Source: an optimization exercise on an open RTL-to-GDS flow (aim: small area). Production flows keep margins and buffers that such runs may drop. Only simulation tests tie the RTL to the original design; equivalence was not proved. Power figures rest on the tool's default switching activity, not on a simulated workload.

## flow/run.sh

```bash
#!/bin/bash
# synth_recipe.tcl (not shown) runs the flow's synth.tcl, then flattens the netlist and writes it again
# the make line also repeats each setting of config.mk as NAME=value (left out here)
make -C /OpenROAD-flow-scripts/flow DESIGN_CONFIG=/design/flow/config.mk WORK_HOME=/design/flow/orfs CLKGATE_MAP_FILE= SYNTH_SCRIPT=/design/flow/synth_recipe.tcl finish
```

## flow/config.mk

```make
export PLATFORM = sky130hd
export DESIGN_NAME = sync_manager
export DESIGN_NICKNAME = sync_manager
export VERILOG_FILES = /design/flow/design.v
export SDC_FILE = /design/flow/constraint.sdc
export NUM_CORES = 4
export LEC_CHECK = 0
export CAP_MARGIN = 20
export CORE_MARGIN = 2
export CORE_UTILIZATION = 40
export SLEW_MARGIN = 20
```

## flow/constraint.sdc

```tcl
create_clock -name core_clock -period 10.0 [get_ports {aclk}]
set_input_delay 2.0000 -clock core_clock [delete_from_list [all_inputs] [get_ports {aclk}]]
set_output_delay 2.0000 -clock core_clock [all_outputs]
set_load 0.01 [all_outputs]
```

## flow/design.v

```verilog
`timescale 1ns / 1ps
module sync_manager #
(
    parameter integer                       MM_ADDR_WIDTH       = 32,
    parameter integer                       DATA_WIDTH          = 32
)
(
    input  wire                             aclk,
    input  wire                             aresetn,
    output wire [3:0]                       combination,
    input  wire                             request,
    input  wire [4:0]                       log_length,
    input  wire [MM_ADDR_WIDTH-1:0]         base_address,
    input  wire                             reading,
    input  wire                             writing,
    output wire [MM_ADDR_WIDTH-1:0]         read_buffer,
    output wire [MM_ADDR_WIDTH-1:0]         write_buffer
);
    function [MM_ADDR_WIDTH-1:0] buffer_to_factor (input [3:0] value);
        begin
            if (value[0])
                buffer_to_factor = 0;
            else if (value[1])
                buffer_to_factor = 1;
            else if (value[2])
                buffer_to_factor = 2;
            else
                buffer_to_factor = 3;
        end
    endfunction
    localparam                              buffer_1            = 4'b0001, 
                                            buffer_2            = 4'b0010,
                                            buffer_3            = 4'b0100,
                                            buffer_4            = 4'b1000;
    logic  [3:0]                            state_read,         state_read_next;
    logic  [3:0]                            state_ready,        state_ready_next;
    logic  [3:0]                            state_lock,         state_lock_next;
    logic  [3:0]                            state_write,        state_write_next;
    logic  [MM_ADDR_WIDTH-1:0]              read_count,         read_count_next;
    logic  [MM_ADDR_WIDTH-1:0]              write_count,        write_count_next;
    logic                                   lock,               lock_next;
    logic  [MM_ADDR_WIDTH-1:0]              write_factor,       write_factor_next;
    logic  [31:0]                           write_buffer_tmp,   write_buffer_tmp_next;
    wire   [31:0]                           length;
    assign combination                      = state_read | state_ready | state_lock | state_write;
    assign length                           = 1 << log_length;
    assign read_buffer                      = base_address + ((buffer_to_factor(state_read) * (DATA_WIDTH / 8)) << log_length);
    assign write_buffer                     = write_buffer_tmp + ((write_factor * (DATA_WIDTH / 8)) << log_length);
    always_ff @(posedge aclk) begin
        if (~aresetn) begin
            state_read          <= buffer_1;
            state_ready         <= buffer_2;
            state_lock          <= buffer_3;
            state_write         <= buffer_3;
            read_count          <= 0;
            write_count         <= 0;
            lock                <= 0;
            write_factor        <= 0;
            write_buffer_tmp    <= 0;
        end else begin
            state_read          <= state_read_next;
            state_ready         <= state_ready_next;
            state_lock          <= state_lock_next;
            state_write         <= state_write_next;
            read_count          <= read_count_next;
            write_count         <= write_count_next;
            lock                <= lock_next;
            write_factor        <= write_factor_next;
            write_buffer_tmp    <= write_buffer_tmp_next;
        end
    end
    always_comb begin 
        lock_next               = request;
        read_count_next         = read_count;
        write_count_next        = write_count;
        state_read_next         = state_read;
        state_ready_next        = state_ready;
        state_lock_next         = state_lock;
        state_write_next        = state_write;
        if (reading) begin
            if (read_count + 1 >= length) begin
                read_count_next     = 0;
                if (combination[0] == 1'b0)
                    state_write_next = buffer_1;
                else if (combination[1] == 1'b0)
                    state_write_next = buffer_2;
                else if (combination[2] == 1'b0)
                    state_write_next = buffer_3;
                else if (combination[3] == 1'b0)
                    state_write_next = buffer_4;
                else begin
                    state_write_next = state_ready;
                    state_ready_next = state_read;
                end
            end else begin
                read_count_next = read_count + 1;
            end
        end
        write_factor_next       = buffer_to_factor(state_write_next);
        write_buffer_tmp_next   = base_address + read_count_next * (DATA_WIDTH / 8);
        if (writing) begin
            if (write_count + 1 >= length) begin
                write_count_next    = 0;
                state_lock_next     = state_write;
                state_ready_next    = state_lock;
            end else begin
                write_count_next    = write_count + 1;
            end
        end
        if (request) begin
            if (~lock) begin
                state_read_next = state_ready_next;
            end
        end
    end
endmodule
```

==> results of run 1 <==
==> layout by cell type, fill, tap and decap left out, types with 13 or more instances in the layout <==
| master | synthesis | layout |
|---|---|---|
| nand3_1 | 61 | 61 |
| ha_1 | 153 | 153 |
| nand2_1 | 149 | 149 |
| o21a_1 | 22 | 22 |
| a21oi_1 | 109 | 109 |
| xor2_1 | 42 | 42 |
| xnor2_1 | 88 | 88 |
| or3_1 | 20 | 20 |
| o21ai_0 | 77 | 77 |
| dfxtp_1 | 115 | 115 |
| nor3_1 | 26 | 26 |
| clkdlybuf4s50_1 | 0 | 108 |
| and2_1 | 53 | 53 |
| nand4_1 | 26 | 26 |
| clkbuf_16 | 0 | 17 |
| nor2b_1 | 24 | 24 |
| mux2i_1 | 14 | 14 |
| nor2_1 | 169 | 169 |
| and3_1 | 26 | 26 |
| o31ai_1 | 18 | 18 |
| nand2b_1 | 40 | 40 |
| buf_4 | 5 | 13 |
| a21o_1 | 53 | 53 |
| o22ai_1 | 13 | 13 |
| a21boi_0 | 13 | 13 |
| inv_1 | 35 | 34 |
==> layout make-up <==
type | instances | area [um^2] | area share
Multi-Input combinational cell | 1361 | 9200 | 0.660
Sequential cell | 115 | 2300 | 0.165
Timing Repair Buffer | 123 | 1190 | 0.0855
Tap cell | 390 | 488 | 0.0350
Clock buffer | 21 | 460 | 0.0331
Clock inverter | 10 | 156 | 0.0112
Inverter | 35 | 131 | 0.00943
==> metal layers <==
layer / up-vias / share of wire / global-route usage
li1: 5847 / - / -
met1: 5451 / 0.48 / 0.323
met2: 306 / 0.45 / 0.367
met3: 30 / 0.054 / 0.0351
met4: 0 / 0.014 / 0.0527
met5: - / 0 / 0
==> cell families (layout without fill, tap and decap cells) <==
| group | count (synthesis) | in the layout | share of synthesized area |
|---|---|---|---|
| DFF | 115 | 115 | 0.193 |
| buffers and inverters | 102 | 189 | 0.0342 |
| xor gates and xnor gates | 130 | 130 | 0.0956 |
| muxes | 17 | 17 | 0.0146 |
| adders and majority gates | 156 | 156 | 0.166 |
| AOI/OAI and AO/OA | 408 | 408 | 0.223 |
| and+or+nand+nor | 650 | 650 | 0.273 |
==> flip-flops by register name (all words and copies together), names as in the netlist <==
signal,flops
state_write,4
write_buffer_tmp,32
write_factor,2
read_count,32
lock,1
state_lock,4
state_ready,4
state_read,4
write_count,32
==> cell usage after synthesis (10+ instances only) <==
master and instances:
nor3_1 26, xnor2_1 88, nor2b_1 24, a21oi_1 109, inv_1 35, nand3_1 61, a211oi_1 10, clkbuf_1 54
and3_1 26, o22ai_1 13, nand2_1 149, o21ai_0 77, nor2_1 169, o21bai_1 10, nand4_1 26, and2_1 53
dfxtp_1 115, xor2_1 42, o31ai_1 18, o21a_1 22, a31oi_1 10, a21boi_0 13, ha_1 153, nand2b_1 40
a21o_1 53, or3_1 20, mux2i_1 14
==> critical path, delay by kind of cell <==
family / cells / cell delay (ns)
AO/OA/AOI/OAI: 8 / 2.26
adder cells (fa/ha/maj): 1 / 0.30
buffers and inverters: 3 / 1.37
multiplexers: 1 / 0.16
AND/OR/NAND/NOR: 5 / 1.24
==> report_power, final <==
part | leakage (uW) | switching, uW | internal, uW | total (uW)
clock network | 0.000303 | 231 | 427 | 658
logic | 0.00484 | 213 | 158 | 372
registers | 0.000938 | 18.0 | 478 | 496
total | 0.00608 | 462 | 1060 | 1530
==> worst paths after layout <==
kind | slack, ns | cells past startpoint | endpoint
setup / recovery | 0.67 | 18 | read_buffer[31]
hold / removal | 0.47 | 2 | state_write[3]$_SDFFE_PN0P_
setup reg to reg | 2.19 | 26 | write_buffer_tmp[31]$_SDFF_PN0_
hold reg to reg | 0.47 | 2 | state_write[3]$_SDFFE_PN0P_
==> stage by stage <==
| step | power [uW] | hold WS [ns] | cells | worst slack [ns] |
|---|---|---|---|---|
| global route | 1590 | 0.506 | 2055 | 0.403 |
| CTS | 1530 | 0.473 | 2054 | 0.808 |
| finish | 1530 | 0.471 | 2055 | 0.667 |
| floorplan | 730 | 0.444 | 1578 | 2.63 |
| detailed placement | 872 | 0.462 | 2023 | 0.827 |
| global placement | 871 | 0.456 | 2023 | 0.901 |
==> results.cfg, run 1 <==
[yosys]
synth_ff_type = dfxtp_1
synth_edf_count = 0
ys_types = 81
synthArstFlopShare = 0
yosysWarningCount = 1
yosys.area.top_type = dfxtp_1
synth.avg_cell_area_um2 = 7.55
syn_area_um2 = 11900
ys_seq_area_frac = 0.193
synth_top_area_frac = 0.193
synth_area_leaders = dfxtp_1 (19%), ha_1 (16%), xnor2_1 (6.5%)
synthesis.instances = 1578
ys_ff_latch = 115
syn-num-nets = 1776

[floorplanning]
start_util = 0.404
die_y_um = 177
io_pins = 110
die_w_um = 177
dieArea_um2 = 31200
fp.coreArea_um2 = 29500
placement_rows = 63

[placement]
placed_cell_area_um2 = 13300
io_buffer_count = 109
place_hpwl_um = 28300
place_congestion = 0.922

[setup_path]
cp_max_fo = 12
arrival_ns = 7.33
worstPathRequired_ns = 8.00
crit_path_max_incr_delay_ns = 0.69
cp-end-kind = output pin
crit_type = in -> out
startpoint_type = primary input
crit_chain = clkdlybuf4s50_1 > nor2b_1 > nor2b_1 > inv_1 > o22ai_1 > nand2b_1 > nor2_1 > ha_1 > o211ai_1 > nand2_1 > a41oi_1 > o211ai_1 > o21ai_1 > a21oi_1 > o41ai_2 > mux2i_1 > a2111oi_2 > clkdlybuf4s50_1
crit_start = log_length[2]
cpMaxStageDelayCell = clkdlybuf4s50_1
reg2reg_from = read_count[0]$_SDFF_PN0_

[routing]
drt_wl_total_um = 36000
drt_iter0_markers = 967
drtPass1Iterations = 5
drc = 0
ant_nets = 0
wire_per_inst_um = 17.5
routed_via_density = 5.66
vias = 11634

[timing]
tightest_slew_ns = 0.786
period_minus_slack_ns = 9.33
hold_viol_final = 0
finalSetupTns_ns = 0
min_period_over_period = 0.933
drv_slew = 0
max_freq_mhz = 107
slew_headroom = 0.471
final.setup_skew_ns = 0.0120
rsz0062_at_grt = false
setup_viol = 0

[cts]
clock_path_buffers = 2
ctsResizeCount = 0
cts_max_level = 4
cts_setup_buffers = 0
cts_root_buf = clkbuf_16
clk_latency_ns = 0.42
hold_buffers = 0
clk_pin_slew_worst_paths_ns = 0.05
cts.sinks = 115
cts_inserted_buffers = 17
cts_tree = built

[grt]
antenna_found_initial = 0
grt_max_degree = 65
first_global_vias = 10545
grt_overflow = 0
grt_usage = 0.229
grt_pass1_wl_um = 56500

[worst_hold_path]
hp-start = state_write[3]$_SDFFE_PN0P_
hp-class = reg -> reg

[power_and_ir_drop]
ir_drop_uv = 84.6
p_leak_uw = 0.00608
p_per_area_nw_per_um2 = 110

[final_layout]
diodes = 0
nNetsFinal = 1851
final_area_um2 = 13900
area_growth_pct = 17.0
final_layout_size_suffix_gt1_frac = 0.0408
finish.utilization = 0.472
fillers = 2984

[run]
drv_cap = 0

[run_status]
outcome = timing/DRC/antenna clean
==> inputs of run 2 (changes only) <==
==> flow/design.v (replaced) <==
`timescale 1ns / 1ps
module sync_manager #
(
    parameter integer                       MM_ADDR_WIDTH       = 32,
    parameter integer                       DATA_WIDTH          = 32
)
(
    input  wire                             aclk,
    input  wire                             aresetn,
    output wire [3:0]                       combination,
    input  wire                             request,
    input  wire [4:0]                       log_length,
    input  wire [MM_ADDR_WIDTH-1:0]         base_address,
    input  wire                             reading,
    input  wire                             writing,
    output wire [MM_ADDR_WIDTH-1:0]         read_buffer,
    output wire [MM_ADDR_WIDTH-1:0]         write_buffer
);
    logic [1:0]  idx_read, idx_ready, idx_lock, idx_write;
    logic [1:0]  idx_read_n, idx_ready_n, idx_lock_n, idx_write_n;
    logic [30:0] read_count, read_count_n;
    logic [30:0] write_count, write_count_n;
    logic        lock, lock_n;
    logic [1:0]  write_factor, write_factor_n;
    logic [31:0] write_buffer_tmp, write_buffer_tmp_n;
    logic [31:0] therm, onehot;
    always_comb
        for (int i = 0; i < 32; i++) begin
            therm[i]  = (log_length <= i);
            onehot[i] = (log_length == i);
        end
    function automatic [3:0] dec (input [1:0] v);
        dec = 4'b0001 << v;
    endfunction
    assign combination = dec(idx_read) | dec(idx_ready) | dec(idx_lock) | dec(idx_write);
    function automatic [31:0] add_at (input [31:0] base, input [1:0] f, input [31:0] oh);
        logic c, t, g, k;
        begin
            add_at[1:0] = base[1:0];
            c = 1'b0;
            for (int i = 2; i < 32; i++) begin
                t = (f[0] & oh[i-2]) | ((i >= 3) ? (f[1] & oh[i-3]) : 1'b0);
                k = (i >= 3) ? (f[0] & f[1] & oh[i-3] & base[i-1]) : 1'b0;
                g = (t & base[i]) | k;
                add_at[i] = base[i] ^ (t ^ c);
                c = (c & base[i]) | g;
            end
        end
    endfunction
    assign read_buffer  = add_at(base_address, idx_read, onehot);
    assign write_buffer = add_at(write_buffer_tmp, write_factor, onehot);
    logic [31:0] rinc, winc;
    logic        rwrap, wwrap;
    always_comb begin
        logic a;
        a = 1'b1;
        for (int i = 0; i < 31; i++) begin
            rinc[i] = read_count[i] ^ a;
            a = a & read_count[i];
        end
        rinc[31] = a;
        a = 1'b1;
        for (int i = 0; i < 31; i++) begin
            winc[i] = write_count[i] ^ a;
            a = a & write_count[i];
        end
        winc[31] = a;
        rwrap = |(rinc & therm);
        wwrap = |(winc & therm);
    end
    logic rturn, wturn, all_named;
    logic [1:0] free_idx;
    assign rturn     = reading & rwrap;
    assign wturn     = writing & wwrap;
    assign all_named = &combination;
    assign free_idx  = ~combination[0] ? 2'd0 : ~combination[1] ? 2'd1 : ~combination[2] ? 2'd2 : 2'd3;
    always_comb begin
        logic [1:0] ready1;
        idx_write_n = rturn ? (all_named ? idx_ready : free_idx) : idx_write;
        ready1      = (rturn & all_named) ? idx_read : idx_ready;
        idx_lock_n  = wturn ? idx_write : idx_lock;
        idx_ready_n = wturn ? idx_lock : ready1;
        idx_read_n  = (request & ~lock) ? idx_ready_n : idx_read;
        lock_n      = request;
        write_factor_n = idx_write_n;
        read_count_n  = rturn ? 31'd0 : reading ? rinc[30:0] : read_count;
        write_count_n = wturn ? 31'd0 : writing ? winc[30:0] : write_count;
        write_buffer_tmp_n[1:0] = base_address[1:0];
        begin
            logic c;
            c = reading;
            for (int i = 2; i < 32; i++) begin
                write_buffer_tmp_n[i] = base_address[i] ^ (~rturn & (read_count[i-2] ^ c));
                c = (base_address[i] & read_count[i-2]) | ((base_address[i] | read_count[i-2]) & c);
            end
        end
    end
    always_ff @(posedge aclk) begin
        if (~aresetn) begin
            idx_read         <= 2'd0;
            idx_ready        <= 2'd1;
            idx_lock         <= 2'd2;
            idx_write        <= 2'd2;
            read_count       <= 0;
            write_count      <= 0;
            lock             <= 0;
            write_factor     <= 0;
            write_buffer_tmp <= 0;
        end else begin
            idx_read         <= idx_read_n;
            idx_ready        <= idx_ready_n;
            idx_lock         <= idx_lock_n;
            idx_write        <= idx_write_n;
            read_count       <= read_count_n;
            write_count      <= write_count_n;
            lock             <= lock_n;
            write_factor     <= write_factor_n;
            write_buffer_tmp <= write_buffer_tmp_n;
        end
    end
endmodule
--- a/flow/config.mk
+++ b/flow/config.mk
@@ -5,7 +5,8 @@
 export SDC_FILE = /design/flow/constraint.sdc
 export NUM_CORES = 4
 export LEC_CHECK = 0
+export ABC_AREA = 1
 export CAP_MARGIN = 20
 export CORE_MARGIN = 2
-export CORE_UTILIZATION = 40
+export CORE_UTILIZATION = 60
 export SLEW_MARGIN = 20
==> results.cfg, run 2 <==
[final_layout]
seqCellArea_um2 = 2080
largest_register_ffs = 32
final_area_um2 = 10800
fillers = 1331
final_layout_size_suffix_gt1_frac = 0.118
final_common_cell = inv_1
nNetsFinal = 1516
instances_no_fill = 1607
regMostFlops = write_buffer_tmp
area_growth_pct = 16.5
multi_input_area_um2 = 6240
top_regs = write_buffer_tmp (32), read_count (31), write_count (31)
mostFrequentLayoutCells = inv_1 (162), nand2_1 (157), nor2_1 (138)

[cts]
cts.sinks = 104
cts_max_level = 3
hold_buffers = 0
clock_path_buffers = 2
cts_inserted_buffers = 9
cts_root_buf = clkbuf_16
clk_latency_ns = 0.37
clk_pin_slew_worst_paths_ns = 0.08
cts_tree = built

[power_and_ir_drop]
power_frac_seq = 0.384
ir_drop_uv = 92.7
swShare = 0.371
clockPowerShare = 0.299
power_frac_comb = 0.317
p_per_area_nw_per_um2 = 116
internal_power_uw = 787
p_leak_uw = 0.00482
p_sw_uw = 464

[yosys]
synthesis.instances = 1326
synth_ff_type = dfxtp_1
synthArstFlopShare = 0
syn_area_um2 = 9240
synth_top_area_frac = 0.225
synth_edf_count = 0
ys_types = 41
synth_common_cells = inv_1 (162), nand2_1 (158), nor2_1 (138)
yosysWarningCount = 1
ys_seq_area_frac = 0.225
yosys.area.top_type = dfxtp_1
synth.most_common_cell = inv_1
ys_ff_latch = 104
synth.avg_cell_area_um2 = 6.97
synth_area_leaders = dfxtp_1 (23%), ha_1 (8.4%), xnor2_1 (7.8%)
syn-num-nets = 1430

[setup_path]
crit_buf_inv = 3
arrival_ns = 7.42
worstPathRequired_ns = 8.00
rrSetupSlack_ns = 1.60
crit_family = simple AND/OR/NAND/NOR gates
r2r_cells = 41
crit_path_max_incr_delay_ns = 0.53
reg2reg_from = read_count[0]$_SDFFE_PP0P_
startpoint_type = primary input
cpMaxStageDelayCell = clkdlybuf4s50_1
cp_common_cell = nand2_2
cp-end-kind = output pin
crit_type = in -> out
rr_endpoint = idx_ready[0]$_SDFF_PN1_
cp_max_fo = 9

[routing]
drt_wl_total_um = 25100
routed_via_density = 5.76
drc = 0
wire_per_inst_um = 15.6
ant_nets = 0
drtPass1Iterations = 7
drt_iter0_markers = 692
vias = 9264

[grt]
grt_max_degree = 52
grt_pass1_wl_um = 40200
antenna_found_initial = 3
first_global_vias = 8279
grt_usage = 0.303
grt_overflow = 0

[floorplanning]
placement_rows = 45
start_util = 0.610
io_pins = 110
dieArea_um2 = 16400
die_w_um = 128
fp.coreArea_um2 = 15100
die_y_um = 128

[timing]
drv_slew = 0
final.setup_skew_ns = 0.0108
finalSetupTns_ns = 0
max_freq_mhz = 106
min_period_over_period = 0.942
setup_viol = 0
fin_ws_ns = 0.582
slew_headroom = 0.325
period_minus_slack_ns = 9.42
hold_viol_final = 0
rsz0062_at_grt = false
tightest_slew_ns = 1.01
holdWs_ns = 0.493

[placement]
place_congestion = 0.902
dp.cells = 1586
place_ws_ns = 0.190
io_buffer_count = 109
placed_cell_area_um2 = 10400
place_hpwl_um = 18500

[worst_hold_path]
hp-start = write_count[14]$_SDFFE_PP0P_
hp-class = reg -> reg
min_path_cells = 2
min_to = write_count[14]$_SDFFE_PP0P_

[run]
drv_cap = 0

[run_status]
outcome = timing/DRC/antenna clean
## run 2: through the flow
step	util	power, uW
floorplan	-	728
finish	0.711	1250
detailed placement	0.687	878
global route	0.711	1310
CTS	0.707	1250
global placement	0.687	872
## run 2: metal layers
metal  global-route usage  vias up  wire length [um]
met5                    0        -                 7
met1                0.423     4244             11800
met3               0.0476       31              1520
li1                     -     4690                 -
met4               0.0750        2               291
met2                0.491      297             11500
## run 2: final cells by class
class | instances | area share
Multi-Input combinational cell | 997 | 0.579
Sequential cell | 104 | 0.193
Timing Repair Buffer | 130 | 0.117
Inverter | 170 | 0.0593
Tap cell | 188 | 0.0218
Clock buffer | 9 | 0.0209
Clock inverter | 7 | 0.00779
Antenna cell | 2 | 0.000465
## run 2: kinds of logic (layout without fill, tap and decap cells)
kind of cell	count (synthesis)	after routing	share of synthesized area
AND/OR/NAND/NOR	498	498	0.252
AO/OA/AOI/OAI	306	306	0.212
buffers and inverters	225	316	0.100
XOR/XNOR	119	119	0.113
flip-flops	104	104	0.225
adder cells (fa/ha/maj)	63	63	0.0850
multiplexers	11	11	0.0119
other	0	2	0
## run 2: timing repair
item	4_1_cts	5_1_grt
resized for setup	0	7
setup endpoints to repair	0	6
setup buffers	0	3
## run 2: how the worst max path moves through the flow
stage                             to  slack, ns  depth (start not counted)          start
floorplan           write_buffer[31]       1.80                         65  log_length[1]
global placement    write_buffer[31]       0.32                         59  log_length[2]
detailed placement  write_buffer[31]       0.19                         66  log_length[2]
CTS                 write_buffer[31]       0.18                         66  log_length[2]
global route        write_buffer[31]       0.01                         58  log_length[2]
finish               read_buffer[31]       0.58                         58  log_length[2]
## run 2: power by group through the flow
stage          logic [uW]  clock network, uW  registers (uW)
6_report              397                374             480
5_1_grt               433                395             484
4_1_cts               392                378             479
3_5_place_dp          389                  0             489
3_3_place_gp          384                  0             488
2_1_floorplan         251                  0             478
## run 2: worst reg2reg max path: cells and delay by family (launching register included)
| family | cells | cell delay [ns] |
|---|---|---|
| adders and majority gates | 30 | 5.61 |
| and+or+nand+nor | 5 | 1.39 |
| AOI/OAI and AO/OA | 4 | 0.50 |
| buffers and inverters | 2 | 0.41 |
| DFF | 1 | 0.37 |
==> inputs of run 3 (changes only) <==
==> flow/flow/run.sh (new file) <==
#!/bin/bash
# The standard layout, with the ports buffered by the smallest buffer
# (sky130_fd_sc_hd__buf_1) instead of the flow's default pick.
set -euo pipefail
export BUFFER_PORTS_ARGS="-buffer_cell sky130_fd_sc_hd__buf_1"
bash standard.sh > standard.log 2>&1
test -s out/final.def
==> flow/standard.sh (new file) <==
#!/bin/bash
# synth_recipe.tcl (not shown) runs the flow's synth.tcl, then flattens the netlist and writes it again
# the make line also repeats each setting of config.mk as NAME=value (left out here)
make -C /OpenROAD-flow-scripts/flow DESIGN_CONFIG=/design/flow/config.mk WORK_HOME=/design/flow/orfs CLKGATE_MAP_FILE= SYNTH_SCRIPT=/design/flow/synth_recipe.tcl "${@:-finish}"
removed: flow/run.sh
==> results.cfg, run 3 <==
[run_status]
outcome = timing/DRC/antenna clean

[setup_path]
cp_max_fo = 9
cp_common_cell = nand2_2
cp-end-kind = output pin
arrival_ns = 7.13
crit_buf_inv = 3
cpMaxStageDelayCell = nor2_4
worstPathRequired_ns = 8.00
crit_path_max_incr_delay_ns = 0.28
crit_type = in -> out
startpoint_type = primary input
crit_family = simple AND/OR/NAND/NOR gates

[worst_hold_path]
hp-class = reg -> reg

[floorplanning]
io_pins = 110
die_y_um = 128
placement_rows = 45
start_util = 0.610
dieArea_um2 = 16400
fp.coreArea_um2 = 15100
die_w_um = 128

[power_and_ir_drop]
ir_drop_uv = 83.3
p_per_area_nw_per_um2 = 120
fin_total_pwr_uw = 1200
clockPowerShare = 0.313
internal_power_uw = 741
p_leak_uw = 0.00446
power_frac_seq = 0.399
power_frac_comb = 0.287
p_sw_uw = 461
swShare = 0.384

[timing]
final.setup_skew_ns = 0.0120
tightest_slew_ns = 0.876
min_period_over_period = 0.913
period_minus_slack_ns = 9.13
max_freq_mhz = 110
holdWs_ns = 0.494
slew_headroom = 0.416
drv_slew = 0
setup_viol = 0
rsz0062_at_grt = false
finalSetupTns_ns = 0
hold_viol_final = 0

[final_layout]
largest_register_ffs = 32
fillers = 1435
top_regs = write_buffer_tmp (32), read_count (31), write_count (31)
regMostFlops = write_buffer_tmp
final_layout_size_suffix_gt1_frac = 0.116
diodes = 0
finish.utilization = 0.662
mostFrequentLayoutCells = inv_1 (162), nand2_1 (158), nor2_1 (138)
area_growth_pct = 8.55
final_common_cell = inv_1
nNetsFinal = 1510

[routing]
drt_iter0_markers = 720
drtPass1Iterations = 5
ant_nets = 0
drt_wl_total_um = 24700
drc = 0
routed_via_density = 5.70
wire_per_inst_um = 15.4
vias = 9118

[run]
drv_cap = 0

[yosys]
ys_seq_area_frac = 0.225
synth_top_area_frac = 0.225
ys_types = 41
synth_ff_type = dfxtp_1
yosysWarningCount = 1
synth_edf_count = 0
synth_common_cells = inv_1 (162), nand2_1 (158), nor2_1 (138)
syn_area_um2 = 9240
syn-num-nets = 1430
synthesis.instances = 1326
synthArstFlopShare = 0
yosys.area.top_type = dfxtp_1
synth.most_common_cell = inv_1
synth_area_leaders = dfxtp_1 (23%), ha_1 (8.4%), xnor2_1 (7.8%)
synth.avg_cell_area_um2 = 6.97
ys_ff_latch = 104

[cts]
cts_max_level = 3
cts_tree = built
hold_buffers = 0
cts_inserted_buffers = 9
clk_latency_ns = 0.37
clk_pin_slew_worst_paths_ns = 0.08
cts_root_buf = clkbuf_16
cts.sinks = 104
clock_path_buffers = 2

[placement]
place_hpwl_um = 18400
place_congestion = 0.897
io_buffer_count = 109

[grt]
grt_pass1_wl_um = 39200
antenna_found_initial = 0
grt_max_degree = 52
first_global_vias = 7750
grt_usage = 0.298
grt_overflow = 0
-- run 3: what timing repair did --
item                                    in CTS  in global routing
buffers inserted                             0                  4
resized for setup                            0                  2
endpoints found under the setup margin       0                  1
endpoints found under the hold margin        0                  0
-- run 3: stage by stage --
stage	area, um^2	cells	setup slack, ns
final	10000	1599	0.870
after global routing	10000	1599	0.0874
after CTS	10000	1595	0.725
after detailed placement	9680	1579	0.730
after global placement	9680	1579	0.810
after floorplan	9240	1326	1.80
-- run 3: worst reg2reg max path, delay by kind of cell, from the launching register on --
kind | cells | cell delay, ns
adder cells (fa/ha/maj) | 30 | 5.62
AO/OA/AOI/OAI | 6 | 0.86
flip-flops | 1 | 0.36
AND/OR/NAND/NOR | 3 | 1.37
buffers and inverters | 2 | 0.62
-- run 3: area by class of cell --
type,instances,area [um^2],area share
multi-input cells,997,6230,0.621
flip-flops and latches,104,2080,0.208
inverters,170,638,0.0636
repair buffers,124,527,0.0525
well taps,188,235,0.0235
clock buffers,9,225,0.0225
clock inverters,7,91.3,0.00911
-- run 3: cells by family (layout without fill, tap and decap cells) --
kind of cell	count (synthesis)	after routing	synth area share
xor gates and xnor gates	119	119	0.113
buffers and inverters	225	310	0.100
DFF	104	104	0.225
and+or+nand+nor	498	498	0.252
AOI/OAI and AO/OA	306	306	0.212
adders and majority gates	63	63	0.0850
muxes	11	11	0.0119
-- run 3: worst paths after layout --
check / from / endpoint / slack [ns] / cells past startpoint
setup / recovery: log_length[4] / read_buffer[31] / 0.87 / 66
setup reg to reg: read_count[0]$_SDFFE_PP0P_ / write_buffer_tmp[22]$_SDFF_PN0_ / 1.04 / 41
hold reg to reg: write_count[5]$_SDFFE_PP0P_ / write_count[5]$_SDFFE_PP0P_ / 0.49 / 2
hold / removal: write_count[5]$_SDFFE_PP0P_ / write_count[5]$_SDFFE_PP0P_ / 0.49 / 2
-- run 3: layer usage --
metal  global-route usage  vias up  share of wire
met5                    0        -              0
met4               0.0705        0          0.015
met3               0.0559       25          0.064
met2                0.471      274           0.45
met1                0.421     4136           0.48
li1                     -     4683              -
-- run 3: power by group through the flow --
stage	logic [uW]	registers (uW)	clock network [uW]
after global routing	381	484	401
final	345	480	377
after detailed placement	339	488	0
after global placement	335	488	0
after CTS	341	479	385
after floorplan	251	478	0
==> inputs of run 4 (changes only) <==
--- a/flow/design.v
+++ b/flow/design.v
@@ -21,50 +21,51 @@
     logic [30:0] read_count, read_count_n;
     logic [30:0] write_count, write_count_n;
     logic        lock, lock_n;
-    logic [1:0]  write_factor, write_factor_n;
+    logic        fresh;           
+    logic [1:0]  write_factor;    
     logic [31:0] write_buffer_tmp, write_buffer_tmp_n;
     logic [31:0] therm, onehot;
     always_comb
         for (int i = 0; i < 32; i++) begin
             therm[i]  = (log_length <= i);
-            onehot[i] = (log_length == i);
+            onehot[i] = (i >= 2) && (log_length == 5'(i - 2));
         end
     function automatic [3:0] dec (input [1:0] v);
         dec = 4'b0001 << v;
     endfunction
     assign combination = dec(idx_read) | dec(idx_ready) | dec(idx_lock) | dec(idx_write);
     function automatic [31:0] add_at (input [31:0] base, input [1:0] f, input [31:0] oh);
-        logic c, t, g, k;
+        logic bp, bp1, x, cy, run;
         begin
-            add_at[1:0] = base[1:0];
-            c = 1'b0;
-            for (int i = 2; i < 32; i++) begin
-                t = (f[0] & oh[i-2]) | ((i >= 3) ? (f[1] & oh[i-3]) : 1'b0);
-                k = (i >= 3) ? (f[0] & f[1] & oh[i-3] & base[i-1]) : 1'b0;
-                g = (t & base[i]) | k;
-                add_at[i] = base[i] ^ (t ^ c);
-                c = (c & base[i]) | g;
+            bp  = |(base & oh);
+            bp1 = |(base & (oh << 1));
+            x   = f[1] ^ (f[0] & bp);
+            cy  = (f[1] & bp1) | ((f[1] | bp1) & f[0] & bp);
+            run = 1'b0;
+            for (int i = 0; i < 32; i++) begin
+                run = (i >= 3) ? ((run & base[i-1]) | oh[i-2]) : 1'b0;
+                add_at[i] = base[i] ^ ((cy & run) | ((i >= 1) ? (oh[i-1] & x) : 1'b0) | (oh[i] & f[0]));
             end
         end
     endfunction
+    assign write_factor = {idx_write[1] & ~fresh, idx_write[0]};
     assign read_buffer  = add_at(base_address, idx_read, onehot);
     assign write_buffer = add_at(write_buffer_tmp, write_factor, onehot);
-    logic [31:0] rinc, winc;
+    logic [31:0] rinc, winc, ra, wa;
     logic        rwrap, wwrap;
     always_comb begin
-        logic a;
-        a = 1'b1;
+        ra[0] = 1'b1;
+        wa[0] = 1'b1;
         for (int i = 0; i < 31; i++) begin
-            rinc[i] = read_count[i] ^ a;
-            a = a & read_count[i];
+            ra[i+1] = ra[i] & read_count[i];
+            wa[i+1] = wa[i] & write_count[i];
         end
-        rinc[31] = a;
-        a = 1'b1;
         for (int i = 0; i < 31; i++) begin
-            winc[i] = write_count[i] ^ a;
-            a = a & write_count[i];
+            rinc[i] = read_count[i] ^ (reading & ra[i]);
+            winc[i] = write_count[i] ^ (writing & wa[i]);
         end
-        winc[31] = a;
+        rinc[31] = reading & ra[31];
+        winc[31] = writing & wa[31];
         rwrap = |(rinc & therm);
         wwrap = |(winc & therm);
     end
@@ -82,9 +83,8 @@
         idx_ready_n = wturn ? idx_lock : ready1;
         idx_read_n  = (request & ~lock) ? idx_ready_n : idx_read;
         lock_n      = request;
-        write_factor_n = idx_write_n;
-        read_count_n  = rturn ? 31'd0 : reading ? rinc[30:0] : read_count;
-        write_count_n = wturn ? 31'd0 : writing ? winc[30:0] : write_count;
+        read_count_n  = rturn ? 31'd0 : rinc[30:0];
+        write_count_n = wturn ? 31'd0 : winc[30:0];
         write_buffer_tmp_n[1:0] = base_address[1:0];
         begin
             logic c;
@@ -104,7 +104,7 @@
             read_count       <= 0;
             write_count      <= 0;
             lock             <= 0;
-            write_factor     <= 0;
+            fresh            <= 1'b1;
             write_buffer_tmp <= 0;
         end else begin
             idx_read         <= idx_read_n;
@@ -114,7 +114,7 @@
             read_count       <= read_count_n;
             write_count      <= write_count_n;
             lock             <= lock_n;
-            write_factor     <= write_factor_n;
+            fresh            <= 1'b0;
             write_buffer_tmp <= write_buffer_tmp_n;
         end
     end
==> results.cfg, run 4 <==
[yosys]
synthArstFlopShare = 0
synthesis.instances = 1404
ys_seq_area_frac = 0.242
synth.avg_cell_area_um2 = 6.13
yosys.area.top_type = dfxtp_1
synth.most_common_cell = nand2_1
synth_top_area_frac = 0.242
syn_area_um2 = 8610
synth_common_cells = nand2_1 (398), inv_1 (183), nor2_1 (141)
synth_ff_type = dfxtp_1
synth_edf_count = 0
synth_area_leaders = dfxtp_1 (24%), nand2_1 (17%), xor2_1 (8.0%)
ys_types = 52
syn-num-nets = 1448
yosysWarningCount = 1
ys_ff_latch = 104

[timing]
finalSetupTns_ns = 0
slew_headroom = 0.327
tightest_slew_ns = 1.00
period_minus_slack_ns = 9.10
max_freq_mhz = 110
min_period_over_period = 0.910
final.setup_skew_ns = 0.00946
setup_viol = 0
drv_slew = 0
rsz0062_at_grt = false
hold_viol_final = 0
fin_ws_ns = 0.896

[routing]
wire_per_inst_um = 16.4
ant_nets = 0
wl_met2_um = 11800
drt_wl_total_um = 27400
route.met3.wl_um = 2800
routed_via_density = 5.84
drtPass1Iterations = 7
drt_iter0_markers = 1139
top_layer_used = met4
drc = 0
wl_met1_um = 11800
vias = 9767

[cts]
cts.sinks = 104
cts_root_buf = clkbuf_16
clk_pin_slew_worst_paths_ns = 0.07
cts_tree = built
cts_setup_buffers = 0
ctsResizeCount = 0
hold_buffers = 0
clk_latency_ns = 0.37
cts_inserted_buffers = 9
cts_max_level = 3
clock_path_buffers = 2

[worst_hold_path]
hp-start = idx_lock[1]$_SDFFE_PN1P_
min_to = idx_lock[1]$_SDFFE_PN1P_
min_path_cells = 2
hp-class = reg -> reg

[power_and_ir_drop]
p_per_area_nw_per_um2 = 104
fin_total_pwr_uw = 979
p_leak_uw = 0.00429
ir_drop_uv = 107

[setup_path]
rrSetupSlack_ns = 4.39
rr_endpoint = read_count[29]$_SDFF_PP0_
crit_path_max_incr_delay_ns = 0.24
cp_common_cell = nand2_1
reg2reg_from = read_count[1]$_SDFF_PP0_
crit_type = in -> out
cp_max_fo = 10
cpMaxStageDelayCell = buf_1
worstPathRequired_ns = 8.00
startpoint_type = primary input
cp-end-kind = output pin
arrival_ns = 7.10
r2r_cells = 41

[floorplanning]
placement_rows = 43
die_y_um = 124
start_util = 0.618
fp.coreArea_um2 = 13900
dieArea_um2 = 15300
die_w_um = 124
io_pins = 110

[final_layout]
fillers = 1353
instances_no_fill = 1672
diodes = 0
final_common_cell = nand2_1
finish.utilization = 0.672
area_growth_pct = 8.79
nNetsFinal = 1531
regMostFlops = write_buffer_tmp
largest_register_ffs = 32
final_layout_size_suffix_gt1_frac = 0.0777
mostFrequentLayoutCells = nand2_1 (398), inv_1 (183), nor2_1 (141)
top_regs = write_buffer_tmp (32), read_count (31), write_count (31)

[placement]
place_congestion = 1.01
io_buffer_count = 109
place_ws_ns = 1.00
place_hpwl_um = 21200
dp.cells = 1654

[grt]
grt_pass1_wl_um = 42600
grt_max_degree = 40
grt_usage = 0.359
grt_overflow = 0
first_global_vias = 8327
antenna_found_initial = 0

[run_status]
outcome = timing/DRC/antenna clean

[run]
drv_cap = 0
-- run 4: cell count changes after synthesis, moves of 27 or more --
| cell | previous run | this run |
|---|---|---|
| nand2_1 | 158 | 398 |
| nand2_2 | 102 | 16 |
| xnor2_1 | 82 | 7 |
| ha_1 | 62 | 2 |
| o221ai_1 | 1 | 54 |
| a32oi_1 | 50 | 0 |
| a211oi_1 | 43 | 0 |
| xor2_1 | 37 | 79 |
| nor2_2 | 2 | 30 |
| o22ai_1 | 63 | 36 |
-- run 4: worst max-delay path by stage --
stage | start | end | slack [ns] | cells after the start
4_1_cts | log_length[0] | read_buffer[31] | 0.95 | 60
3_5_place_dp | log_length[0] | read_buffer[31] | 1.00 | 60
3_3_place_gp | log_length[0] | read_buffer[31] | 1.08 | 60
6_report | log_length[4] | read_buffer[31] | 0.90 | 59
5_1_grt | log_length[4] | read_buffer[31] | 0.04 | 59
2_1_floorplan | log_length[4] | read_buffer[30] | 2.12 | 55
-- run 4: final cells by class --
class	instances	area, um^2	share of cell area
Inverter	205	774	0.0827
Multi-Input combinational cell	1051	5520	0.589
Clock inverter	6	61.3	0.00654
Timing Repair Buffer	116	479	0.0511
Clock buffer	10	229	0.0244
Sequential cell	104	2080	0.222
Tap cell	180	225	0.0240
-- run 4: logic make-up after synthesis --
logic type / Yosys count / synth area share
AO/OA/AOI/OAI: 263 / 0.198
XOR/XNOR: 86 / 0.0875
adder cells (fa/ha/maj): 2 / 0.00291
buffers and inverters: 249 / 0.119
flip-flops: 104 / 0.242
AND/OR/NAND/NOR: 700 / 0.350
-- run 4: metrics by stage --
stage | cell area (um^2) | hold WS (ns)
detailed placement | 9040 | 0.541
CTS | 9330 | 0.551
finish | 9370 | 0.558
global placement | 9040 | 0.532
floorplan | 8610 | 0.503
global route | 9370 | 0.592
-- run 4: layer usage --
metal  vias to the layer above  track usage
met5                         -            0
met4                         0        0.137
met3                        91       0.0508
met2                       526        0.565
met1                      4384        0.499
li1                       4766            -
-- run 4: worst max-delay path, delay by kind of cell --
| kind | cells | cell delay (ns) |
|---|---|---|
| buffers and inverters | 5 | 0.80 |
| and+or+nand+nor | 54 | 4.36 |
-- run 4: power breakdown --
group          internal, uW  switching [uW]
Sequential              425            12.0
Combinational          50.3             132
Clock                   176             184
==> inputs of run 5 (changes only) <==
==> flow/flow/run.sh (replaced) <==
#!/bin/bash
# The standard layout (standard.sh) with two changes:
#  - synthesis: the standard flow's own synthesis script, but ABC maps with flow/abc.script
#    (area-oriented mapping under a delay target) instead of ORFS's area script;
#  - the ports are buffered with the smallest buffer, sky130_fd_sc_hd__buf_1.
# Each tool's full output stays in this folder: standard.log (make) and ORFS's
# per-step logs under orfs/logs/.
set -euo pipefail
W=$(pwd)
cat flow/abc_override.tcl synth_recipe.tcl > my_synth.tcl
export MY_ABC_SCRIPT=$W/flow/abc.script
export BUFFER_PORTS_ARGS="-buffer_cell sky130_fd_sc_hd__buf_1"
bash standard.sh SYNTH_SCRIPT=$W/my_synth.tcl finish > standard.log 2>&1
test -s out/final.def
==> flow/flow/abc.script (new file) <==
strash
dc2
dch -f
map -D 4500
topo
stime -c
==> flow/flow/abc_override.tcl (new file) <==
# Run ABC with this flow's mapping script (MY_ABC_SCRIPT) in place of ORFS's
# abc_area.script; every other argument the standard flow's synthesis gives it is kept.
proc abc {args} {
  set i [lsearch -exact $args -script]
  if {$i >= 0} { lset args [expr {$i + 1}] $::env(MY_ABC_SCRIPT) }
  yosys abc {*}$args
}
==> results.cfg, run 5 <==
[power_and_ir_drop]
clockPowerShare = 0.369
p_sw_uw = 351
swShare = 0.347
p_per_area_nw_per_um2 = 110
internal_power_uw = 661
fin_total_pwr_uw = 1010
power_frac_comb = 0.194
ir_drop_uv = 133
p_leak_uw = 0.00354
power_frac_seq = 0.436

[yosys]
yosys.area.top_type = dfxtp_1
synth_common_cells = nand2_1 (232), clkinv_1 (216), nor2_1 (198)
ys_types = 30
syn-num-nets = 1321
synth_ff_type = dfxtp_1
ys_ff_latch = 104
yosysWarningCount = 1
synthArstFlopShare = 0
synthesis.instances = 1277
synth_edf_count = 0
synth.most_common_cell = nand2_1
synth_top_area_frac = 0.265
syn_area_um2 = 7870
synth.avg_cell_area_um2 = 6.16
synth_area_leaders = dfxtp_1 (26%), nand2_1 (11%), clkinv_1 (10%)
ys_seq_area_frac = 0.265

[final_layout]
fillers = 1155
final_common_cell = nand2_1
seqCellArea_um2 = 2080
mostFrequentLayoutCells = nand2_1 (231), clkinv_1 (216), nor2_1 (197)
nNetsFinal = 1498
area_growth_pct = 17.5
largest_register_ffs = 32
regMostFlops = write_buffer_tmp
top_regs = write_buffer_tmp (32), read_count (31), write_count (31)
diodes = 0
multi_input_area_um2 = 4960
final_layout_size_suffix_gt1_frac = 0.0637

[floorplanning]
dieArea_um2 = 14000
placement_rows = 41
die_w_um = 119
die_y_um = 119
fp.coreArea_um2 = 12700
start_util = 0.618
io_pins = 110

[worst_hold_path]
min_path_cells = 2
min_to = idx_write[0]$_SDFFE_PN0P_
hp-start = idx_ready[0]$_SDFF_PN1_
hp-class = reg -> reg

[timing]
setup_viol = 0
final.setup_skew_ns = 0.0155
holdWs_ns = 0.493
finalSetupTns_ns = 0
max_freq_mhz = 106
min_period_over_period = 0.942
fin_ws_ns = 0.585
tightest_slew_ns = 1.01
hold_viol_final = 0
period_minus_slack_ns = 9.42
drv_slew = 0
slew_headroom = 0.325

[grt]
first_global_vias = 9324
grt_pass1_wl_um = 48500
grt_usage = 0.441
antenna_found_initial = 1
grt_max_degree = 37
grt_overflow = 0

[placement]
io_buffer_count = 109
place_ws_ns = -0.0513
place_congestion = 1.09
place_hpwl_um = 24700

[routing]
drt_wl_total_um = 31700
vias = 10149
drc = 0
ant_nets = 0
drtPass1Iterations = 6
wire_per_inst_um = 19.5
routed_via_density = 6.22
drt_iter0_markers = 1195

[cts]
cts_tree = built
clk_pin_slew_worst_paths_ns = 0.07
cts_inserted_buffers = 9
cts.sinks = 104
hold_buffers = 0
clock_path_buffers = 2
cts_max_level = 3
clk_latency_ns = 0.37
cts_root_buf = clkbuf_16

[setup_path]
rr_endpoint = write_count[18]$_SDFF_PP0_
arrival_ns = 7.42
cp_max_fo = 13
r2r_cells = 41
reg2reg_from = write_count[0]$_SDFF_PP0_
crit_type = in -> out
crit_path_max_incr_delay_ns = 0.46
rrSetupSlack_ns = 2.63
cpMaxStageDelayCell = nor3_1
cp-end-kind = output pin
startpoint_type = primary input
worstPathRequired_ns = 8.00

[run]
drv_cap = 0

[run_status]
outcome = timing/DRC/antenna clean
## run 5: cell types whose count changed after synthesis, sizes merged, moves of 19 or more
cell / change
clkinv: +210
inv: -199
nand2: -185
a21oi: +29
clkbuf: -28
o21ai: +25
a22oi: +21
o221ai: -20
nor2: +19
## run 5: worst max-delay path, delay by kind of cell
kind                      cells  cell delay [ns]
buffers and inverters         5             0.83
and+or+nand+nor               3             0.74
AOI/OAI and AO/OA            24             3.66
xor gates and xnor gates      1             0.16
## run 5: worst max-delay path by stage
stage          slack (ns)           from  cells after the start                to
2_1_floorplan        0.87  log_length[3]                     34  write_buffer[31]
3_3_place_gp         0.15  log_length[3]                     36   read_buffer[31]
3_5_place_dp        -0.05  log_length[3]                     36   read_buffer[31]
4_1_cts             0.005  log_length[3]                     36  write_buffer[31]
5_1_grt            -0.002  log_length[1]                     38  write_buffer[30]
6_report             0.58  log_length[3]                     33  write_buffer[31]
## run 5: logic make-up (layout without fill, tap and decap cells)
family / count (synthesis) / count (layout) / synth area share
AND/OR/NAND/NOR: 547 / 547 / 0.285
AO/OA/AOI/OAI: 325 / 325 / 0.252
buffers and inverters: 220 / 402 / 0.107
flip-flops: 104 / 104 / 0.265
XOR/XNOR: 79 / 79 / 0.0879
adder cells (fa/ha/maj): 2 / 2 / 0.00318
## run 5: per-layer routing
metal | GRT usage | routed length, um
met1 | 0.544 | 12000
met2 | 0.699 | 13800
met3 | 0.107 | 3960
met4 | 0.260 | 2010
met5 | 0 | 0
## run 5: area by class of cell
type	count	share of cell area
clock buffers	9	0.0244
clock inverters	7	0.00880
inverters	216	0.0877
multi-input cells	953	0.537
flip-flops and latches	104	0.225
well taps	172	0.0233
repair buffers	170	0.0938
## run 5: timing repair
action | 4_1_cts | 5_1_grt
buffers inserted | 0 | 2
pin swaps | 0 | 3
resized for setup | 1 | 28
endpoints found under the setup margin | 1 | 17
## run 5: through the flow
step	instance area (um^2)	utilization	std cells
floorplan	7870	-	1277
global placement	8900	0.700	1613
detailed placement	8900	0.700	1613
CTS	9210	0.724	1629
global route	9240	0.726	1631
finish	9240	0.726	1631
## run 5: power groups by stage
| stage | logic, uW | registers [uW] | clock network (uW) |
|---|---|---|---|
| finish | 197 | 442 | 374 |
| CTS | 187 | 440 | 370 |
| floorplan | 103 | 444 | 0 |
| detailed placement | 186 | 450 | 0 |
| global placement | 184 | 450 | 0 |
| global route | 208 | 442 | 383 |
==> inputs of run 6 (changes only) <==
==> flow/flow/abc.script (replaced) <==
strash
dc2
dch -f
&get -n
&nf -R 1000
&put
topo
upsize -D 4500
dnsize -D 4500
stime -c
--- a/flow/config.mk
+++ b/flow/config.mk
@@ -9,4 +9,6 @@
 export CAP_MARGIN = 20
 export CORE_MARGIN = 2
 export CORE_UTILIZATION = 60
+export CTS_BUF_LIST = sky130_fd_sc_hd__clkbuf_8
+export GPL_TIMING_DRIVEN = 0
 export SLEW_MARGIN = 20
==> results.cfg, run 6 <==
[power_and_ir_drop]
power_frac_seq = 0.483
fin_total_pwr_uw = 927
p_per_area_nw_per_um2 = 101
power_frac_comb = 0.208
swShare = 0.337
p_sw_uw = 313
internal_power_uw = 614
p_leak_uw = 0.00351
ir_drop_uv = 105
clockPowerShare = 0.310

[setup_path]
rr_endpoint = write_buffer_tmp[31]$_SDFF_PN0_
startpoint_type = primary input
reg2reg_from = read_count[0]$_SDFF_PP0_
cpMaxStageDelayCell = maj3_2
cp_max_fo = 3
cp-end-kind = flop
r2r_cells = 46
rrSetupSlack_ns = 0.45
cp_common_cell = maj3_2
worstPathRequired_ns = 10.35
crit_path_max_incr_delay_ns = 0.35
crit_type = in -> reg
arrival_ns = 11.21

[worst_hold_path]
hp-start = write_count[30]$_SDFF_PP0_
hp-class = reg -> reg
min_to = write_count[30]$_SDFF_PP0_
min_path_cells = 2

[final_layout]
final_common_cell = nor2_1
multi_input_area_um2 = 5530
area_growth_pct = 20.3
seqCellArea_um2 = 2080
final_area_um2 = 9140
diodes = 0
finish.utilization = 0.733
instances_no_fill = 1331
largest_register_ffs = 32
regMostFlops = write_buffer_tmp
fillers = 1031
nNetsFinal = 1198
top_regs = write_buffer_tmp (32), read_count (31), write_count (31)
mostFrequentLayoutCells = nor2_1 (127), dfxtp_1 (102), buf_1 (99)
final_layout_size_suffix_gt1_frac = 0.139

[yosys]
synth.avg_cell_area_um2 = 7.67
yosys.area.top_type = dfxtp_1
synth_common_cells = nor2_1 (131), dfxtp_1 (104), nand2_1 (97)
synth_area_leaders = dfxtp_1 (27%), xnor2_1 (11%), nor2_1 (6.5%)
synth_ff_type = dfxtp_1
synthesis.instances = 990
synth.most_common_cell = nor2_1
synth_edf_count = 0
syn_area_um2 = 7600
ys_ff_latch = 104
ys_types = 57
ys_seq_area_frac = 0.274
synthArstFlopShare = 0
yosysWarningCount = 1
synth_top_area_frac = 0.274
syn-num-nets = 1034

[timing]
min_period_over_period = 1.09
max_freq_mhz = 92.1
period_minus_slack_ns = 10.85
final.setup_skew_ns = 0.0228
hold_viol_final = 0
tightest_slew_ns = 1.12
fin_ws_ns = -0.854
slew_headroom = 0.250
rsz0062_at_grt = true
drv_slew = 0
setup_viol = 5

[routing]
drt_wl_total_um = 28200
drc = 0
routed_via_density = 6.73
drtPass1Iterations = 13
wire_per_inst_um = 21.2
drt_iter0_markers = 1492
vias = 8957
ant_nets = 0

[grt]
antenna_found_initial = 0
grt_usage = 0.409
first_global_vias = 7879
grt_overflow = 0
grt_max_degree = 39
grt_pass1_wl_um = 42200

[placement]
place_congestion = 0.992
place_hpwl_um = 19900
dp.cells = 1281
placed_cell_area_um2 = 8420
io_buffer_count = 109

[run]
drv_cap = 0

[cts]
cts_tree = built
cts_root_buf = clkbuf_8
cts_inserted_buffers = 9
clock_path_buffers = 2
clk_latency_ns = 0.41
cts.sinks = 104
cts_max_level = 3
clk_pin_slew_worst_paths_ns = 0.11

[run_status]
outcome = failed layout checks
failed_checks = negative setup slack

[floorplanning]
io_pins = 110
fp.coreArea_um2 = 12500
placement_rows = 41
die_y_um = 117
start_util = 0.609
die_w_um = 117
dieArea_um2 = 13600
## run 6: changes by cell type after synthesis, moves of 39 or more
cell and delta:
o22ai_1 -43, o21ai_0 -42, xor2_1 -46, nand2_1 -135, clkinv_1 -176, nor2_1 -67, a21oi_1 -39, xnor2_1 +83
## run 6: layout make-up
| class | instances | area share |
|---|---|---|
| buffer | 4 | 0.00329 |
| clock buffer | 9 | 0.0136 |
| timing repair buffer | 153 | 0.0968 |
| sequential | 104 | 0.228 |
| inverter | 49 | 0.0204 |
| tap | 172 | 0.0235 |
| multi-input combinational | 833 | 0.605 |
| clock inverter | 7 | 0.00972 |
## run 6: per-stage QoR
| step | hold slack (ns) | setup TNS, ns | setup slack, ns |
|---|---|---|---|
| final | 0.561 | -1.95 | -0.854 |
| after floorplan | 0.476 | -0.935 | -0.627 |
| after CTS | 0.557 | -1.41 | -0.765 |
| after global routing | 0.606 | -4.60 | -1.31 |
| after detailed placement | 0.532 | -10.83 | -1.39 |
| after global placement | 0.515 | -33.83 | -1.72 |
## run 6: worst max-delay path, delay by kind of cell
kind | cells | cell delay [ns]
adder cells (fa/ha/maj) | 16 | 5.32
AND/OR/NAND/NOR | 16 | 1.91
AO/OA/AOI/OAI | 14 | 1.88
buffers and inverters | 1 | 0.10
## run 6: how the worst max path moves through the flow
stage	start	end	slack, ns	depth (start not counted)
final	reading	write_buffer_tmp[31]$_SDFF_PN0_	-0.85	47
after global routing	reading	write_buffer_tmp[31]$_SDFF_PN0_	-1.31	47
after CTS	base_address[2]	write_buffer_tmp[31]$_SDFF_PN0_	-0.77	47
after detailed placement	reading	write_buffer_tmp[31]$_SDFF_PN0_	-1.39	47
after global placement	log_length[2]	read_buffer[30]	-1.72	18
after floorplan	base_address[2]	write_buffer_tmp[31]$_SDFF_PN0_	-0.63	46
## run 6: timing repair
action / CTS / global route
resized for setup: 47 / 42
hold buffers: 0 / 0
pin swaps: 20 / 46
setup buffers: 18 / 17
setup endpoints to repair: 17 / 16
hold endpoints to repair: 0 / 0
## run 6: cell families (layout without fill, tap and decap cells)
group                      count (synthesis)  after routing  synth area share
AOI/OAI and AO/OA                        326            326             0.309
buffers and inverters                     53            222            0.0282
xor gates and xnor gates                 116            116             0.134
DFF                                      104            104             0.274
and+or+nand+nor                          369            369             0.223
muxes                                      4              4           0.00527
adders and majority gates                 18             18            0.0270
## run 6: per-layer routing
| metal | track usage | vias up | part of all wire |
|---|---|---|---|
| li1 | - | 4056 | - |
| met1 | 0.553 | 4066 | 0.39 |
| met2 | 0.626 | 703 | 0.43 |
| met3 | 0.0815 | 132 | 0.13 |
| met4 | 0.197 | 0 | 0.053 |
| met5 | 0 | - | 0 |
## run 6: power groups by stage
stage	clock (uW)	combinational (uW)	sequential, uW
floorplan	0	96.0	447
global placement	0	163	455
global route	301	205	448
detailed placement	0	171	455
CTS	285	179	445
finish	287	193	447
==> inputs of run 7 (changes only) <==
==> flow/flow/abc.script (replaced) <==
strash
dc2
dch -f
map -D 4500
topo
stime -c
--- a/flow/config.mk
+++ b/flow/config.mk
@@ -8,7 +8,7 @@
 export ABC_AREA = 1
 export CAP_MARGIN = 20
 export CORE_MARGIN = 2
-export CORE_UTILIZATION = 60
+export CORE_UTILIZATION = 70
 export CTS_BUF_LIST = sky130_fd_sc_hd__clkbuf_8
 export GPL_TIMING_DRIVEN = 0
 export SLEW_MARGIN = 20
==> results.cfg, run 7 <==
[run_status]
outcome = timing/DRC/antenna clean

[yosys]
synthMuxAreaShare = 0
yosys.area_share.xor_xnor = 0.0879
syn_area_um2 = 7870
yosys.area.top_type = dfxtp_1
synth_ff_type = dfxtp_1
synth.most_common_cell = nand2_1
ys_seq_area_frac = 0.265
ys_ff_latch = 104
synth_top_family_by_area = simple AND/OR/NAND/NOR gates
synth.avg_cell_area_um2 = 6.16
synthArstFlopShare = 0
ys_types = 30
syn-num-nets = 1321
synth_edf_count = 0
synth_compound_area_frac = 0.252
synthesis.instances = 1277
synth_area_leaders = dfxtp_1 (26%), nand2_1 (11%), clkinv_1 (10%)
synth_common_cells = nand2_1 (232), clkinv_1 (216), nor2_1 (198)
yosysWarningCount = 1
synth_top_area_frac = 0.265
synth_fa_ha_area_frac = 0.00318
yosys.area_share.simple = 0.285

[floorplanning]
die_w_um = 110
fp.coreArea_um2 = 10900
placement_rows = 38
die_y_um = 110
start_util = 0.723
io_pins = 110
dieArea_um2 = 12100

[grt]
grt_pass1_wl_um = 43900
grt_usage = 0.478
grt_overflow = 0
antenna_found_initial = 0
first_global_vias = 8673
grt_max_degree = 37

[setup_path]
cp_max_fo = 18
worstPathRequired_ns = 8.00
crit_family = compound AO/OA/AOI/OAI gates
crit_type = in -> out
cpMaxStageDelayCell = nor2_1
arrival_ns = 7.66
cp-end-kind = output pin
r2r_cells = 39
startpoint_type = primary input
cp_common_cell = a21oi_1
crit_path_max_incr_delay_ns = 0.47
rrSetupSlack_ns = 2.56
reg2reg_from = write_count[0]$_SDFF_PP0_
rr_endpoint = write_count[5]$_SDFF_PP0_
crit_buf_inv = 4

[final_layout]
final_common_cell = nand2_1
instances_no_fill = 1553
fillers = 807
area_growth_pct = 12.8
top_regs = write_buffer_tmp (32), read_count (31), write_count (31)
seqCellArea_um2 = 2080
nNetsFinal = 1451
mostFrequentLayoutCells = nand2_1 (231), clkinv_1 (209), nor2_1 (189)
final_layout_size_suffix_gt1_frac = 0.0559
regMostFlops = write_buffer_tmp
largest_register_ffs = 32
multi_input_area_um2 = 5060

[worst_hold_path]
min_path_cells = 2
hp-start = idx_ready[0]$_SDFF_PN1_
min_to = idx_write[0]$_SDFFE_PN0P_
hp-class = reg -> reg

[routing]
wl_met1_um = 10400
route.met3.wl_um = 4530
drtPass1Iterations = 12
vias = 10127
wire_per_inst_um = 18.8
top_layer_used = met4
wl_met2_um = 12300
drt_wl_total_um = 29100
ant_nets = 0
routed_via_density = 6.52
drc = 0
drt_iter0_markers = 1862

[cts]
clk_latency_ns = 0.42
cts_tree = built
cts_inserted_buffers = 9
cts.sinks = 104
clock_path_buffers = 2
clk_pin_slew_worst_paths_ns = 0.10
cts_root_buf = clkbuf_8
cts_max_level = 3

[placement]
place_congestion = 1.16
place_hpwl_um = 21400
io_buffer_count = 109
dp.cells = 1527

[timing]
drv_slew = 0
hold_viol_final = 0
max_freq_mhz = 104
finalSetupTns_ns = 0
final.setup_skew_ns = 0.0127
setup_viol = 0
period_minus_slack_ns = 9.66
min_period_over_period = 0.966
rsz0062_at_grt = true
tightest_slew_ns = 1.18
slew_headroom = 0.209

[power_and_ir_drop]
p_leak_uw = 0.00334
p_per_area_nw_per_um2 = 105
ir_drop_uv = 156

[run]
drv_cap = 0
## run 7: cell families after synthesis
logic type / count (synthesis)
DFF: 104
buffers and inverters: 220
AOI/OAI and AO/OA: 325
and+or+nand+nor: 547
xor gates and xnor gates: 79
adders and majority gates: 2
## run 7: area by class of cell
cell class | count | area share
Tap cell | 140 | 0.0197
Antenna cell | 1 | 0.000282
Multi-Input combinational cell | 953 | 0.570
Clock buffer | 9 | 0.0140
Clock inverter | 7 | 0.0107
Buffer | 4 | 0.00338
Timing Repair Buffer | 119 | 0.0555
Sequential cell | 104 | 0.234
Inverter | 216 | 0.0922
## run 7: stage by stage
step	hold WS, ns	utilization	total power, uW	setup WS (ns)	cell area (um^2)
finish	0.501	0.815	932	0.340	8880
global route	0.519	0.815	953	-0.0847	8880
CTS	0.498	0.801	910	0.0270	8720
detailed placement	0.484	0.778	620	-0.981	8470
global placement	0.470	0.776	616	-0.898	8450
floorplan	0.457	-	547	0.872	7870
## run 7: power breakdown
part / total [uW] / leakage (uW) / internal (uW) / switching (uW)
registers: 441 / 0.000849 / 426 / 15.8
logic: 189 / 0.00238 / 49.7 / 140
clock network: 302 / 0.000111 / 124 / 178
## run 7: worst min-delay path: cells and delay by family, from the launching register on
family          cells  cell delay, ns
simple gates        1            0.07
compound gates      1            0.05
flops               1            0.34
## run 7: worst max-delay path by stage
| stage | from | endpoint | cells past startpoint |
|---|---|---|---|
| global placement | log_length[4] | read_buffer[31] | 36 |
| CTS | log_length[3] | write_buffer[31] | 36 |
| floorplan | log_length[3] | write_buffer[31] | 34 |
| finish | log_length[4] | read_buffer[31] | 34 |
| global route | log_length[4] | read_buffer[31] | 36 |
| detailed placement | log_length[4] | read_buffer[31] | 36 |
## run 7: per-layer routing
| metal | track usage | vias to the layer above |
|---|---|---|
| met5 | 0 | - |
| met2 | 0.733 | 903 |
| met4 | 0.238 | 0 |
| met3 | 0.171 | 207 |
| met1 | 0.593 | 4402 |
| li1 | - | 4615 |
## run 7: repair_timing
item | 4_1_cts | 5_1_grt
setup endpoints to repair | 14 | 11
pin swaps | 0 | 18
hold buffers | 0 | 0
setup buffers | 0 | 9
gates cloned | 0 | 0
resized for setup | 23 | 48
==> inputs of run 8 (changes only) <==
--- a/flow/config.mk
+++ b/flow/config.mk
@@ -8,7 +8,8 @@
 export ABC_AREA = 1
 export CAP_MARGIN = 20
 export CORE_MARGIN = 2
-export CORE_UTILIZATION = 70
+export CORE_UTILIZATION = 60
 export CTS_BUF_LIST = sky130_fd_sc_hd__clkbuf_8
+export CTS_CLUSTER_SIZE = 30
 export GPL_TIMING_DRIVEN = 0
 export SLEW_MARGIN = 20
==> results.cfg, run 8 <==
[run_status]
outcome = timing/DRC/antenna clean

[power_and_ir_drop]
fin_total_pwr_uw = 898
power_frac_comb = 0.214
ir_drop_uv = 108
p_per_area_nw_per_um2 = 100
internal_power_uw = 572
clockPowerShare = 0.294
swShare = 0.363
p_sw_uw = 326
p_leak_uw = 0.00336
power_frac_seq = 0.492

[yosys]
ys_types = 30
syn-num-nets = 1321
synth_area_leaders = dfxtp_1 (26%), nand2_1 (11%), clkinv_1 (10%)
synth_edf_count = 0
synthesis.instances = 1277
synth.avg_cell_area_um2 = 6.16
yosys.area.top_type = dfxtp_1
syn_area_um2 = 7870
synth_top_area_frac = 0.265
synth.most_common_cell = nand2_1
synth_ff_type = dfxtp_1
synthArstFlopShare = 0
ys_ff_latch = 104
synth_common_cells = nand2_1 (232), clkinv_1 (216), nor2_1 (198)
ys_seq_area_frac = 0.265
yosysWarningCount = 1

[cts]
hold_buffers = 0
cts_max_level = 3
cts.sinks = 104
clk_pin_slew_worst_paths_ns = 0.10
cts_inserted_buffers = 9
clk_latency_ns = 0.41
cts_root_buf = clkbuf_8
cts_tree = built
clock_path_buffers = 2

[setup_path]
worstPathRequired_ns = 8.00
crit_path_max_incr_delay_ns = 0.49
arrival_ns = 7.68
crit_buf_inv = 5
rr_endpoint = write_count[6]$_SDFF_PP0_
cp_max_fo = 7
crit_type = in -> out
rrSetupSlack_ns = 2.70
cpMaxStageDelayCell = nor2_2
cp_common_cell = o21ai_1
critPathCapture = write_buffer[31]
cp-end-kind = output pin
crit_family = compound AO/OA/AOI/OAI gates
startpoint_type = primary input
r2r_cells = 38
crit_cells = 31
crit_start = log_length[0]
reg2reg_from = write_count[1]$_SDFF_PP0_

[grt]
first_global_vias = 8801
grt_pass1_wl_um = 45800
grt_overflow = 0
grt_usage = 0.417
grt_max_degree = 37
antenna_found_initial = 0

[placement]
place_congestion = 1.07
place_ws_ns = -1.26
dp.cells = 1559
place_hpwl_um = 22800
io_buffer_count = 109

[final_layout]
regMostFlops = write_buffer_tmp
area_growth_pct = 14.1
diodes = 0
largest_register_ffs = 32
multi_input_area_um2 = 5110
mostFrequentLayoutCells = nand2_1 (229), clkinv_1 (208), nor2_1 (187)
top_regs = write_buffer_tmp (32), read_count (31), write_count (31)
nNetsFinal = 1456
final_layout_size_suffix_gt1_frac = 0.0685
seqCellArea_um2 = 2080
final_common_cell = nand2_1
fillers = 1156
instances_no_fill = 1589

[floorplanning]
start_util = 0.618
die_y_um = 119
die_w_um = 119
fp.coreArea_um2 = 12700
dieArea_um2 = 14000
io_pins = 110
placement_rows = 41

[routing]
ant_nets = 0
drt_wl_total_um = 30300
wire_per_inst_um = 19.0
drc = 0
drtPass1Iterations = 7
drt_iter0_markers = 1336
routed_via_density = 6.22
vias = 9889

[timing]
max_freq_mhz = 103
fin_ws_ns = 0.317
final.setup_skew_ns = 0.0126
hold_viol_final = 0
period_minus_slack_ns = 9.68
setup_viol = 0
finalSetupTns_ns = 0
drv_slew = 0
holdWs_ns = 0.488
min_period_over_period = 0.968
slew_headroom = 0.311
tightest_slew_ns = 1.03

[run]
drv_cap = 0

[worst_hold_path]
hp-class = reg -> reg
-- run 8: cell counts after synthesis --
Identical to the previous run, type by type.
-- run 8: worst min path at each step --
| stage | startpoint | endpoint | depth (start not counted) |
|---|---|---|---|
| finish | idx_ready[0]$_SDFF_PN1_ | idx_write[0]$_SDFFE_PN0P_ | 2 |
| floorplan | idx_ready[0]$_SDFF_PN1_ | idx_write[0]$_SDFFE_PN0P_ | 2 |
| detailed placement | idx_ready[0]$_SDFF_PN1_ | idx_write[0]$_SDFFE_PN0P_ | 2 |
| global placement | idx_ready[0]$_SDFF_PN1_ | idx_write[0]$_SDFFE_PN0P_ | 2 |
| CTS | idx_ready[0]$_SDFF_PN1_ | idx_write[0]$_SDFFE_PN0P_ | 2 |
| global route | idx_ready[0]$_SDFF_PN1_ | idx_write[0]$_SDFFE_PN0P_ | 2 |
-- run 8: worst min-delay path: stages (launching register included) --
cell     delay, ns
dfxtp_1       0.34
nand2_1       0.06
a21oi_1       0.05
-- run 8: kinds of logic (layout without fill, tap and decap cells) --
kind of cell,count (synthesis),after routing,synth area share
flops,104,104,0.265
buf+inv,220,360,0.107
xor+xnor,79,79,0.0879
simple gates,547,547,0.285
fa+ha+maj,2,2,0.00318
compound gates,325,325,0.252
-- run 8: area by class of cell --
cell class,count,share of cell area
clock inverter,7,0.00739
clock buffer,9,0.0138
multi-input combinational,953,0.569
buffer,4,0.00335
sequential,104,0.232
inverter,216,0.0914
timing repair buffer,124,0.0592
tap,172,0.0240
-- run 8: metal layers --
metal,vias up,track usage,share of wire
met5,-,0,0
met4,0,0.211,0.053
met3,152,0.113,0.13
met2,722,0.646,0.43
met1,4407,0.532,0.38
li1,4608,-,-
-- run 8: metrics by stage --
| step | cell area [um^2] | utilization |
|---|---|---|
| after global placement | 8490 | 0.667 |
| after global routing | 8980 | 0.706 |
| after detailed placement | 8510 | 0.669 |
| after floorplan | 7870 | - |
| after CTS | 8760 | 0.689 |
| final | 8980 | 0.706 |
-- run 8: timing repair --
item                       in CTS  in global routing
gates resized for setup        29                 55
pin swaps                       0                 32
setup endpoints to repair      17                 10
setup buffers                   2                 12
-- run 8: power by group through the flow --
stage               registers [uW]  logic (uW)  clock network [uW]
floorplan                      444         103                   0
global placement               450         172                   0
detailed placement             450         174                   0
finish                         442         192                 264
CTS                            440         177                 265
global route                   442         203                 277

## what the ideal ports hide
Ports are ideal in the flow. The routed layouts listed here were re-timed in OpenROAD.
Step 1, drivers: a clkbuf_16 drives aclk and a buf_2 each remaining input, both assumed.
Step 2 adds t to the input delays and takes it off the output delays; t is the mean of the earliest and latest rising clock arrival at the registers after step 1. Input paths then give back, and output paths get back, about the clock's delay inside the block.
Slacks: ideal / step 1 / step 2; pairs: ideal / step 1.
run | t (ns) | setup WS [ns] | clock arrival spread, ns | slew at the worst register clock pin (ns) | cell pins on the clock port's net
run 1 | 0.465 | 0.667 / 0.616 / 0.616 | 0.012 / 0.012 | 0.06 / 0.06 | 1
run 2 | 0.410 | 0.582 / 0.522 / 0.522 | 0.011 / 0.011 | 0.09 / 0.09 | 1
run 3 | 0.407 | 0.870 / 0.798 / 0.798 | 0.013 / 0.013 | 0.09 / 0.09 | 1
run 4 | 0.409 | 0.896 / 0.850 / 0.850 | 0.010 / 0.010 | 0.08 / 0.08 | 1
run 5 | 0.413 | 0.585 / 0.564 / 0.564 | 0.016 / 0.015 | 0.09 / 0.09 | 1
run 6 | 0.434 | -0.854 / -0.864 / -1.298 | 0.023 / 0.023 | 0.11 / 0.11 | 1
run 7 | 0.456 | 0.340 / 0.320 / 0.320 | 0.013 / 0.013 | 0.12 / 0.12 | 1
run 8 | 0.439 | 0.317 / 0.296 / 0.296 | 0.013 / 0.013 | 0.11 / 0.11 | 1
The setup slack of run 6, which loses most, moves by -0.010 ns with the drivers and by -0.444 ns with both steps.
